From an optimization exercise on the open Yosys and OpenROAD flow, aimed at small area and a short achievable clock period; shortcuts taken in it are not production practice. In this exercise RTL edits were held to simulation tests only and were not proved equivalent to the original.

==> flow/design.v, too long to show whole: its modules and the start of the top module <==
// module diverge_pipe: 1167 lines
// module diverge_tail: 449 lines
// module fractal: 181 lines
module fractal(
input Clk_100M, reset,
input [15:0]startX,  
input [15:0]startY,
input [15:0]stepX,  
input [15:0]stepY,
output [7:0] divOut,
output [18:0] addr_w,
output wire display,
output wire wea
    );
  // ...
==> flow/flow/run.sh <==
#!/bin/bash
# Layout flow: the standard flow (standard.sh) with one change to synthesis.
# Yosys's synth normally runs "abc -fast" before ORFS extracts full adders
# (extract_fa); abc restructures the adder trees first, and the adders it
# leaves are found with mixed polarities, which puts an inverter between many
# pairs of full-adder cells. Here the adders are extracted before "abc -fast".
# Everything else (registers, flattening, renaming, the rest of ORFS) is the
# standard flow.
set -euo pipefail
cd "$(dirname "$0")/.."
{
  cat <<'TCL'
proc synth {args} {
  if {[lsearch -exact $args "fine:"] >= 0} {
    yosys synth -nofsm -noshare -noabc {*}$args
    yosys extract_fa
    yosys abc -fast
    yosys opt -fast
  } else {
    yosys synth -nofsm -noshare {*}$args
  }
}
TCL
  tail -n +2 synth_recipe.tcl
} > flow/fa_synth.tcl
sed "s#$PWD/synth_recipe.tcl#$PWD/flow/fa_synth.tcl#g" standard.sh > flow/fa_standard.sh
grep -q fa_synth.tcl flow/fa_standard.sh
bash flow/fa_standard.sh > flow_make.log 2>&1
==> flow/standard.sh <==
#!/bin/bash
# synth_recipe.tcl (not shown) runs the flow's synth.tcl, then flattens the netlist and writes it again
# the make line also repeats each setting of config.mk as NAME=value (left out here)
make -C /OpenROAD-flow-scripts/flow DESIGN_CONFIG=/design/flow/config.mk WORK_HOME=/design/flow/orfs CLKGATE_MAP_FILE= SYNTH_SCRIPT=/design/flow/synth_recipe.tcl "${@:-finish}"
==> flow/config.mk <==
export PLATFORM = sky130hd
export DESIGN_NAME = fractal
export DESIGN_NICKNAME = fractal
export VERILOG_FILES = /design/flow/design.v
export SDC_FILE = /design/flow/constraint.sdc
export NUM_CORES = 4
export LEC_CHECK = 0
export CAP_MARGIN = 20
export CORE_MARGIN = 2
export CORE_UTILIZATION = 45
export SETUP_SLACK_MARGIN = 5.0
export SLEW_MARGIN = 20
==> flow/constraint.sdc <==
create_clock -name core_clock -period 11.0 [get_ports {Clk_100M}]
set_input_delay 2.2000 -clock core_clock [delete_from_list [all_inputs] [get_ports {Clk_100M}]]
set_output_delay 2.2000 -clock core_clock [all_outputs]
set_load 0.01 [all_outputs]
==> qor.yml, run 1 <==
final.period_utilization: 0.542
period_needed_ns: 5.97
core_um2: 78600
synthFlopType: "dfxtp_1"
largest_cell_class: "multi-input combinational cells"
htree_levels: 2
final_core_util: 0.508
clockRootBuffer: "clkbuf_16"
seq_share: 0.174
regArea_um2: 6940
dpl.cell_count: 4759
critPathCapture: "mx[14]"
fmax_mhz: 168
crit_top_cell: "fa_1"
met2_usage: 0.398
grt.total_usage: 0.238
rsz0062_at_grt: "true"
avgSynthCellArea_um2: 9.55
grt_use_met3: 0.0318
reg2regPathDepth: 22
ys_top_cells_by_count: "602 x fa_1, 453 x nor2_1, 384 x inv_1"
yosysMostFrequentCell: "fa_1"
cts_hold_buf: 0
drt-met1-wl_um: 41800
top_layer: "met4"
status: "timing/DRC/antenna clean"
multi_input_area_um2: 27200
startpoint_type: "register"
stdcell_count: 4880
antenna_cells: 0
dieHeight_um: 285
yosysWarnings: 1
dr_wl_met2_um: 45500
grt.overflow.total: 0
==> inputs of run 2 (changes only) <==
--- a/flow/config.mk
+++ b/flow/config.mk
@@ -9,3 +9,3 @@
 export CORE_MARGIN = 2
-export CORE_UTILIZATION = 45
+export CORE_UTILIZATION = 52
 export SETUP_SLACK_MARGIN = 5.0
==> run 2 against run 1 <==
Still clean. Critical path depth fell by 2. Final cell count decreased by 3.5%. Critical path type unchanged.
==> qor.yml, run 2 <==
nFillCells: 5879  # was 7389
ys_top_cells_by_count: "602 x fa_1, 453 x nor2_1, 384 x inv_1"  # unchanged
critPathMaxStageDelay_ns: 0.60  # was 0.59 ns
firstDrtPassIters: 6  # was 5
start_util: 0.527  # was 0.452
hold_path_depth: 0  # unchanged
core.rowCount: 95  # was 103
rrSetupSlack_ns: 5.11  # was 5.03 ns
die_x_um: 265  # was 285 µm
criticalPathCategory: "register to register"  # unchanged
skew_ns: 0.0614  # was 0.0333 ns
ys_ff_latch: 314  # unchanged
report.final.slew_viol_count: 0  # unchanged
top_layer: "met5"  # was met4
critPathSlowestCell: "fa_1"  # unchanged
gp_congestion: 0.908  # was 0.907
regMostFlops: "acc"  # unchanged
portBuffers: 90  # unchanged
rsz0062_at_grt: "true"  # unchanged
timing.rr.end: "mx[14]"  # unchanged
critical_path_arrival_ns: 6.38  # was 6.45 ns
htree_levels: 2  # unchanged
io_pins: 95  # unchanged
core_um2: 67400  # was 78600 µm²
critical_path.n_buffers_inverters: 3  # was 5
clockRootBuffer: "clkbuf_16"  # unchanged
grt.overflow.total: 0  # unchanged
grt_max_degree: 105  # was 107
period_needed_ns: 5.89  # was 5.97 ns
drt-met1-wl_um: 42500  # was 41800 µm
cp_max_fo: 10  # was 6
slew_headroom: 0.273  # was 0.304
dp.final_hpwl_um: 80500  # was 75900 µm
dieHeight_um: 265  # was 285 µm
antenna_found_initial: 3  # was 2
yosysWarnings: 1  # unchanged
num_vias: 26700  # was 25.9k
finalHoldViolCount: 0  # unchanged
routed_wl_um: 102000  # was 95600 µm
synth_enable_flop_cells: 47  # unchanged
cts_tree: "yes"  # unchanged
dr_wl_met2_um: 49000  # was 45500 µm
viasPerCell: 5.66  # was 5.31
drt_iter0_markers: 1512  # was 1526
hold_start: "resIdx[1]"  # was resIdx[0]
yosysMostFrequentCell: "fa_1"  # unchanged
largest_registers: "acc: 28 flops, currAddr: 19 flops"  # unchanged
crit_chain: "buf_12, buf_4, and2_1, fa_1, fa_1, fa_1, ha_1, fa_1, inv_1, fa_1, ha_1, a21o_1, a21oi_2, o21ai_2, a31oi_4, a21oi_4, o211a_4, nor3_4, mux2i_1, or3_1"  # was clkinvlp_4, buf_4, nor2_2, fa_1, fa_1, fa_1, ha_4, inv_2, fa_1, inv_2, fa_1, inv_2, ha_4, a21o_1, nor3_2, o21ai_1, a31oi_2, a21oi_4, o211a_4, nor3_4, mux2i_2, or3_1
startpoint: "my[6]"  # was my[0]
mostFrequentLayoutCell: "fa_1"  # unchanged
tightest_slew_ns: 1.08  # was 1.04 ns
cts.sinks: 314  # unchanged
synthTopCellsByArea: "fa_1 34%, dfxtp_1 15%, ha_1 9.7%"  # unchanged
layout-drive-gt1-share: 0.0973  # was 0.0956
synth_area_leader_cell: "fa_1"  # unchanged
avgSynthCellArea_um2: 9.55  # unchanged
cp.required_ns: 11.49  # about the same
drc: 0  # unchanged
reg2reg_from: "my[6]"  # was my[0]
wl_per_cell_um: 21.6  # was 19.6 µm
syn_area_um2: 35500  # unchanged
areaGrowthSynthToFinish_pct: 11.9  # was 12.4%
antenna_cells: 0  # unchanged
startpoint_type: "register"  # unchanged
status: "timing/DRC/antenna clean"  # unchanged
ant_nets: 0  # unchanged
grt_pass1_vias: 28300  # was 26.9k
reg2regPathDepth: 20  # was 22
final.period_utilization: 0.536  # was 0.542
clk_latency_ns: 0.60  # about the same
grt.total_usage: 0.297  # was 0.238
largest_reg_flops: 28  # unchanged
cp_top_family: "adder cells"  # unchanged
fin_nets: 4747  # was 4742
ys_seq_area_frac: 0.190  # unchanged
setup.worst_path.end_class: "register"  # unchanged
whs_ns: 0.421  # was 0.419 ns
hold_path_class: "register to register"  # unchanged
synthFlopType: "dfxtp_1"  # unchanged
synth_top_cell_area_share: 0.339  # unchanged
cts_buffer_depth: 3  # unchanged
synthCells: 3723  # unchanged
min_to: "outIdx[1]"  # was outIdx[0]
setup_violations: 0  # unchanged
cts_made_buffers: 40  # was 41
wl_met3_um: 5910  # was 4910 µm
clk_pin_slew_ns: 0.07  # was 0.06 ns
die-area_um2: 70500  # was 81200 µm²
fmax_mhz: 170  # was 168 MHz
async_flop_share: 0  # unchanged
maxCapViolCount: 0  # unchanged
crit_top_cell: "fa_1"  # unchanged
ys_types: 88  # unchanged
final_cell_mix: "592 x fa_1, 438 x nor2_1, 373 x inv_1"  # was 592 x fa_1, 439 x nor2_1, 369 x inv_1
fin_tns_setup_ns: 0  # unchanged
grt_pass1_wl_um: 161000  # was 151000 µm
## run 2: layer usage
metal	vias up	global-route usage
li1	12100	-
met1	13600	0.392
met2	751	0.500
met3	206	0.0423
met4	2	0.108
met5	-	0
## run 2: kinds of logic after synthesis
group | Yosys count | share of synthesized area
xor gates and xnor gates | 174 | 0.0429
and+or+nand+nor | 1308 | 0.175
adders and majority gates | 878 | 0.436
muxes | 33 | 0.00975
other | 2 | 0.000211
DFF | 314 | 0.190
AOI/OAI and AO/OA | 481 | 0.0888
buffers and inverters | 533 | 0.0569
## run 2: worst max-delay path by stage
stage,slack [ns],to,cells past startpoint
finish,5.11,mx[14],20
global route,4.91,mx[14],20
CTS,5.00,my[8],17
detailed placement,4.09,dIn[12],20
global placement,4.24,dIn[12],20
floorplan,5.01,mx[14],25
## run 2: timing repair
action                                 CTS  global route
hold buffers                             0             0
setup endpoints to repair               87            75
pin swaps                               10            35
endpoints found under the hold margin    0             0
gates resized for setup                148           104
setup buffers                           23            32
## run 2: cell type report
class,instances,area (µm²),share of cell area
clock inverters,27,340,0.00855
flip-flops and latches,314,6950,0.175
multi-input cells,2878,27200,0.685
clock buffers,47,1060,0.0266
repair buffers,166,1480,0.0373
inverters,403,1620,0.0406
well taps,873,1090,0.0275
## run 2: through the flow
stage	worst slack (ns)	cell area, µm²	utilization	cells
6_report	5.11	39800	0.590	4708
5_1_grt	4.91	39800	0.590	4708
4_1_cts	5.00	39200	0.581	4676
3_5_place_dp	4.09	37200	0.552	4579
3_3_place_gp	4.24	37200	0.552	4579
2_1_floorplan	5.01	35600	-	3725
==> inputs of run 3 (changes only) <==
--- a/flow/config.mk
+++ b/flow/config.mk
@@ -10,2 +10,3 @@
 export CORE_UTILIZATION = 52
+export CTS_BUF_LIST = sky130_fd_sc_hd__clkbuf_8
 export SETUP_SLACK_MARGIN = 5.0
==> run 3 against run 2 <==
Still clean. Via count increased by 0.12%. Area after synthesis unchanged. Global-route usage rose by 0.22 points. Utilization fell by 0.071 points. Synthesized cell count stayed put. Non-clock buffer count is 1 lower.
==> qor.yml, run 3 <==
antenna_cells: 0  # unchanged
htree_levels: 2  # unchanged
dp_slack_ns: 4.09  # unchanged
critical_path_arrival_ns: 6.39  # was 6.38 ns
fin_tns_setup_ns: 0  # unchanged
areaGrowthSynthToFinish_pct: 11.8  # was 11.9%
layout-drive-gt1-share: 0.104  # was 0.0973
startpoint_type: "register"  # unchanged
ys_ff_latch: 314  # unchanged
top_layer: "met5"  # unchanged
ys_types: 88  # unchanged
fin_nets: 4764  # was 4747
report.final.slew_viol_count: 0  # unchanged
regMostFlops: "acc"  # unchanged
critical_path.n_buffers_inverters: 1  # was 3
clk_pin_slew_ns: 0.07  # about the same
wl_met3_um: 5800  # was 5910 µm
portBuffers: 90  # unchanged
cts_buffer_depth: 3  # unchanged
synthFlopType: "dfxtp_1"  # unchanged
gp_congestion: 0.908  # unchanged
largest_registers: "acc: 28 flops, currAddr: 19 flops"  # unchanged
start_util: 0.527  # unchanged
yosysWarnings: 1  # unchanged
crit_top_cell: "fa_1"  # unchanged
critPathSlowestCell: "fa_1"  # unchanged
io_pins: 95  # unchanged
dr_wl_met2_um: 49400  # was 49000 µm
grt_max_degree: 105  # unchanged
drt-met1-wl_um: 43300  # was 42500 µm
yosysMostFrequentCell: "fa_1"  # unchanged
fmax_mhz: 170  # about the same
synthTopCellsByArea: "fa_1 34%, dfxtp_1 15%, ha_1 9.7%"  # unchanged
status: "timing/DRC/antenna clean"  # unchanged
syn_area_um2: 35500  # unchanged
clk_latency_ns: 0.72  # was 0.60 ns
ant_nets: 0  # unchanged
cts_tree: "yes"  # unchanged
cts.sinks: 314  # unchanged
num_vias: 26700  # about the same
cp.required_ns: 11.51  # was 11.49 ns
largest_reg_flops: 28  # unchanged
final.period_utilization: 0.534  # was 0.536
cts_made_buffers: 58  # was 40
cp_top_family: "adder cells"  # unchanged
drc: 0  # unchanged
core_um2: 67400  # unchanged
grt.overflow.total: 0  # unchanged
maxCapViolCount: 0  # unchanged
async_flop_share: 0  # unchanged
antenna_found_initial: 1  # was 3
grt_pass1_vias: 28600  # was 28.3k
cp_max_fo: 14  # was 10
wl_per_cell_um: 21.6  # about the same
dieHeight_um: 265  # unchanged
die_x_um: 265  # unchanged
ys_top_cells_by_count: "602 x fa_1, 453 x nor2_1, 384 x inv_1"  # unchanged
dpl.cell_count: 4579  # unchanged
finalHoldViolCount: 0  # unchanged
dp.final_hpwl_um: 80500  # unchanged
hold_path_class: "register to register"  # unchanged
stdcell_count: 4743  # was 4708
viasPerCell: 5.63  # was 5.66
setup.worst_path.end_class: "register"  # unchanged
grt.total_usage: 0.299  # was 0.297
synthCells: 3723  # unchanged
grt_pass1_wl_um: 162000  # was 161000 µm
layout_setup_ws_ns: 5.12  # was 5.11 ns
skew_ns: 0.0676  # was 0.0614 ns
core.rowCount: 95  # unchanged
period_needed_ns: 5.88  # was 5.89 ns
ys_seq_area_frac: 0.190  # unchanged
routed_wl_um: 103000  # was 102000 µm
clockRootBuffer: "clkbuf_8"  # was clkbuf_16
slew_headroom: 0.380  # was 0.273
rsz0062_at_grt: "true"  # unchanged
final_cell_mix: "589 x fa_1, 441 x nor2_1, 384 x inv_1"  # was 592 x fa_1, 438 x nor2_1, 373 x inv_1
synth_top_cell_area_share: 0.339  # unchanged
synth_area_leader_cell: "fa_1"  # unchanged
drt_iter0_markers: 1636  # was 1512
tightest_slew_ns: 0.930  # was 1.08 ns
critPathMaxStageDelay_ns: 0.54  # was 0.60 ns
setup_violations: 0  # unchanged
whs_ns: 0.421  # about the same
die-area_um2: 70500  # unchanged
criticalPathCategory: "register to register"  # unchanged
cts_hold_buf: 0  # unchanged
firstDrtPassIters: 6  # unchanged
avgSynthCellArea_um2: 9.55  # unchanged
crit_chain: "or2_2, fa_1, inv_1, fa_1, fa_1, fa_1, fa_1, fa_1, ha_1, and4_1, a21oi_1, o21ai_2, o21a_1, nor2_1, xor2_2, o21ai_1"  # was buf_12, buf_4, and2_1, fa_1, fa_1, fa_1, ha_1, fa_1, inv_1, fa_1, ha_1, a21o_1, a21oi_2, o21ai_2, a31oi_4, a21oi_4, o211a_4, nor3_4, mux2i_1, or3_1
mostFrequentLayoutCell: "fa_1"  # unchanged
synth_enable_flop_cells: 47  # unchanged
==> run 3: changes by cell type in the layout (fill, tap and decap cells not counted), moves of 3 or more <==
cell and delta:
inv_8 -4, nor2_1 +3, fa_2 +3, fa_1 -3, clkbuf_1 -5, clkbuf_8 +72, inv_1 +11, clkbuf_16 -41
==> run 3: worst register-to-register path, delay by kind of cell (launching register included) <==
family	cells	cell delay, ns
flip-flops	1	0.46
AND/OR/NAND/NOR	3	0.78
AO/OA/AOI/OAI	4	0.71
XOR/XNOR	1	0.35
buffers and inverters	1	0.06
adder cells (fa/ha/maj)	7	3.37
==> run 3: path summary, 6_finish.rpt <==
check	start	endpoint	slack, ns	depth (start not counted)
worst max-delay path	pxn[1]	my[8]	5.12	16
worst min-delay path	resIdx[1]	outIdx[1]	0.42	0
worst max register to register	pxn[1]	my[8]	5.12	16
worst min register to register	resIdx[1]	outIdx[1]	0.42	0
==> run 3: kinds of logic (layout without fill, tap and decap cells) <==
group                      after synthesis  after routing  synth area share
buffers and inverters                  533            678            0.0569
xor gates and xnor gates               174            174            0.0429
muxes                                   33             33           0.00975
adders and majority gates              878            878             0.436
DFF                                    314            314             0.190
AOI/OAI and AO/OA                      481            481            0.0888
and+or+nand+nor                       1308           1308             0.175
other                                    2              4          0.000211
==> run 3: repair_timing <==
item,in CTS,in global routing
gates resized for setup,148,98
cloned,0,0
pin swaps,14,45
endpoints found under the setup margin,85,73
setup buffers,21,33
==> run 3: cell type report <==
class	count	area, µm²
Tap cell	873	1090
Fill cell	5926	27700
Clock buffer	73	1000
Sequential cell	314	6940
Timing Repair Buffer	165	1480
Inverter	403	1610
Multi-Input combinational cell	2878	27200
Clock inverter	37	362
==> run 3: per-layer routing <==
metal  up-vias  track usage
met5         -            0
li1      12200            -
met1     13600        0.394
met4         2        0.113
met2       730        0.501
met3       197       0.0455
==> run 3: metrics by stage <==
| stage | cell area (µm²) | utilization |
|---|---|---|
| final | 39700 | 0.590 |
| after detailed placement | 37200 | 0.552 |
| after global routing | 39700 | 0.590 |
| after floorplan | 35600 | - |
| after global placement | 37200 | 0.552 |
| after CTS | 39100 | 0.581 |
==> inputs of run 4 (changes only) <==
--- a/flow/config.mk
+++ b/flow/config.mk
@@ -10,3 +10,3 @@
 export CORE_UTILIZATION = 52
-export CTS_BUF_LIST = sky130_fd_sc_hd__clkbuf_8
+export CTS_BUF_LIST = sky130_fd_sc_hd__clkbuf_4 sky130_fd_sc_hd__clkbuf_8
 export SETUP_SLACK_MARGIN = 5.0
==> run 4 against run 3 <==
Critical path depth unchanged. Setup slack got worse by 0.0095 ns. Synthesized cell count unchanged. First-iteration DRC count up 1.0%. Sequential cell count unchanged. Die area is the same. Area after synthesis is the same. Wire length about the same. Register-to-register slack barely moved. Fmax decreased by 0.16%. Critical path type unchanged.
==> qor.yml, run 4 <==
dieHeight_um: 265  # unchanged
period_needed_ns: 5.89  # was 5.88 ns
drt_iter0_markers: 1653  # was 1636
htree_levels: 2  # unchanged
status: "timing/DRC/antenna clean"  # unchanged
cp_top_family: "adder cells"  # unchanged
avgSynthCellArea_um2: 9.55  # unchanged
wl_per_cell_um: 21.7  # was 21.6 µm
hold_path_class: "register to register"  # unchanged
viasPerCell: 5.64  # was 5.63
fin_tns_setup_ns: 0  # unchanged
critical_path_arrival_ns: 6.40  # was 6.39 ns
grt_pass1_vias: 28600  # about the same
report.final.slew_viol_count: 0  # unchanged
synthTopCellsByArea: "fa_1 34%, dfxtp_1 15%, ha_1 9.7%"  # unchanged
cts_hold_buf: 0  # unchanged
startpoint_type: "register"  # unchanged
rsz0062_at_grt: "true"  # unchanged
layout-drive-gt1-share: 0.106  # was 0.104
ant_nets: 0  # unchanged
clk_pin_slew_ns: 0.07  # about the same
tightest_slew_ns: 1.00  # was 0.930 ns
setup_violations: 0  # unchanged
core.rowCount: 95  # unchanged
critPathSlowestCell: "fa_1"  # unchanged
gp_congestion: 0.908  # unchanged
setup.worst_path.end_class: "register"  # unchanged
syn_area_um2: 35500  # unchanged
largest_reg_flops: 28  # unchanged
grt.overflow.total: 0  # unchanged
rrSetupSlack_ns: 5.11  # was 5.12 ns
areaGrowthSynthToFinish_pct: 11.8  # about the same
die_x_um: 265  # unchanged
criticalPathCategory: "register to register"  # unchanged
crit_top_cell: "fa_1"  # unchanged
cts.sinks: 314  # unchanged
synth_area_leader_cell: "fa_1"  # unchanged
slew_headroom: 0.327  # was 0.380
num_vias: 26700  # about the same
skew_ns: 0.0775  # was 0.0676 ns
maxCapViolCount: 0  # unchanged
crit_chain: "or2_2, fa_1, inv_1, fa_1, fa_1, fa_1, fa_1, fa_1, ha_1, and4_1, a21oi_1, o21ai_2, o21a_1, nor2_1, xor2_2, o21ai_1"  # unchanged
ys_ff_latch: 314  # unchanged
final_core_util: 0.590  # about the same
mostFrequentLayoutCell: "fa_1"  # unchanged
clockRootBuffer: "clkbuf_8"  # unchanged
grt_max_degree: 105  # unchanged
final.period_utilization: 0.535  # was 0.534
fmax_mhz: 170  # about the same
ys_types: 88  # unchanged
ys_top_cells_by_count: "602 x fa_1, 453 x nor2_1, 384 x inv_1"  # unchanged
largest_registers: "acc: 28 flops, currAddr: 19 flops"  # unchanged
cp.required_ns: 11.51  # about the same
drc: 0  # unchanged
cts_made_buffers: 58  # unchanged
finalHoldViolCount: 0  # unchanged
portBuffers: 90  # unchanged
routed_wl_um: 103000  # about the same
yosysMostFrequentCell: "fa_1"  # unchanged
antenna_found_initial: 2  # was 1
yosysWarnings: 1  # unchanged
final_cell_mix: "590 x fa_1, 441 x nor2_1, 372 x inv_1"  # was 589 x fa_1, 441 x nor2_1, 384 x inv_1
start_util: 0.527  # unchanged
async_flop_share: 0  # unchanged
cts_tree: "yes"  # unchanged
ys_seq_area_frac: 0.190  # unchanged
critical_path.n_buffers_inverters: 1  # unchanged
grt.total_usage: 0.299  # about the same
cts_buffer_depth: 3  # unchanged
fin_nets: 4763  # was 4764
synth_top_cell_area_share: 0.339  # unchanged
dp.final_hpwl_um: 80500  # unchanged
cp_max_fo: 14  # unchanged
grt_pass1_wl_um: 162000  # about the same
synthCells: 3723  # unchanged
die-area_um2: 70500  # unchanged
synth_enable_flop_cells: 47  # unchanged
clk_latency_ns: 0.73  # was 0.72 ns
antenna_cells: 0  # unchanged
regMostFlops: "acc"  # unchanged
synthFlopType: "dfxtp_1"  # unchanged
critPathMaxStageDelay_ns: 0.54  # about the same
io_pins: 95  # unchanged
firstDrtPassIters: 6  # unchanged
core_um2: 67400  # unchanged
run 4: cell counts after synthesis:
No cell type changed its count.
run 4: worst paths after layout:
path,startpoint,end,depth (start not counted)
worst max-delay path,pxn[1],my[8],16
worst min-delay path,resIdx[1],outIdx[1],0
worst max register to register,pxn[1],my[8],16
worst min register to register,resIdx[1],outIdx[1],0
run 4: layout make-up:
cell class              instances  area (µm²)
fillers                      5926       27700
repair buffers                164        1460
multi-input cells            2878       27200
clock inverters                25         317
well taps                     873        1090
inverters                     403        1610
flip-flops and latches        314        6940
clock buffers                  85        1090
run 4: what timing repair did:
action,in CTS,in global routing
buffers inserted,21,32
endpoints found under the setup margin,84,71
gates resized for setup,148,93
pin swaps,14,47
run 4: cells by family (layout without fill, tap and decap cells):
group | after synthesis | count (layout) | synth area share
compound gates | 481 | 481 | 0.0888
xor+xnor | 174 | 174 | 0.0429
simple gates | 1308 | 1308 | 0.175
buf+inv | 533 | 677 | 0.0569
mux | 33 | 33 | 0.00975
other cells | 2 | 4 | 0.000211
fa+ha+maj | 878 | 878 | 0.436
flops | 314 | 314 | 0.190
run 4: per-layer routing:
layer	wire, µm	global-route usage	vias up	share of wire
met5	12	0	-	0.00012
met4	4230	0.113	2	0.041
met3	5510	0.0452	202	0.054
met2	49300	0.502	763	0.48
met1	43600	0.394	13600	0.42
li1	-	-	12200	-
run 4: through the flow:
stage | worst slack (ns) | std cells | cell area (µm²) | hold slack, ns
3_5_place_dp | 4.09 | 4579 | 37200 | 0.410
6_report | 5.11 | 4742 | 39700 | 0.421
3_3_place_gp | 4.24 | 4579 | 37200 | 0.410
5_1_grt | 4.94 | 4742 | 39700 | 0.440
4_1_cts | 4.99 | 4710 | 39200 | 0.425
2_1_floorplan | 5.01 | 3725 | 35600 | 0.400

[static timing again, ports no longer ideal]
How much do the figures lean on ideal ports? The routed layouts below were timed once more, with nothing changed but the port constraints.
Step 1 assumes that a clkbuf_16 drives the clock port and a buf_2 every other input.
Step 2 adds t to the input delays and takes it off the output delays; t is the mean of the earliest and latest rising clock arrival at the registers after step 1. Input paths then give back, and output paths get back, about the clock's delay inside the block.
Slacks: ideal ports / drivers / drivers and shift; pairs: ideal ports / drivers.
run | t, ns | setup slack, ns | latest minus earliest clock arrival (ns) | slew at the worst register clock pin (ns) | worst slew at a driven data input, ns
run 1 | 0.655 | 5.034 / 5.034 / 5.034 | 0.034 / 0.035 | 0.06 / 0.06 | 0.06
run 2 | 0.633 | 5.107 / 5.107 / 5.107 | 0.062 / 0.062 | 0.07 / 0.07 | 0.07
run 3 | 0.750 | 5.122 / 5.122 / 5.122 | 0.068 / 0.069 | 0.07 / 0.07 | 0.07
run 4 | 0.754 | 5.113 / 5.113 / 5.113 | 0.079 / 0.079 | 0.07 / 0.07 | 0.07
After both steps setup and hold are still met in every run listed.
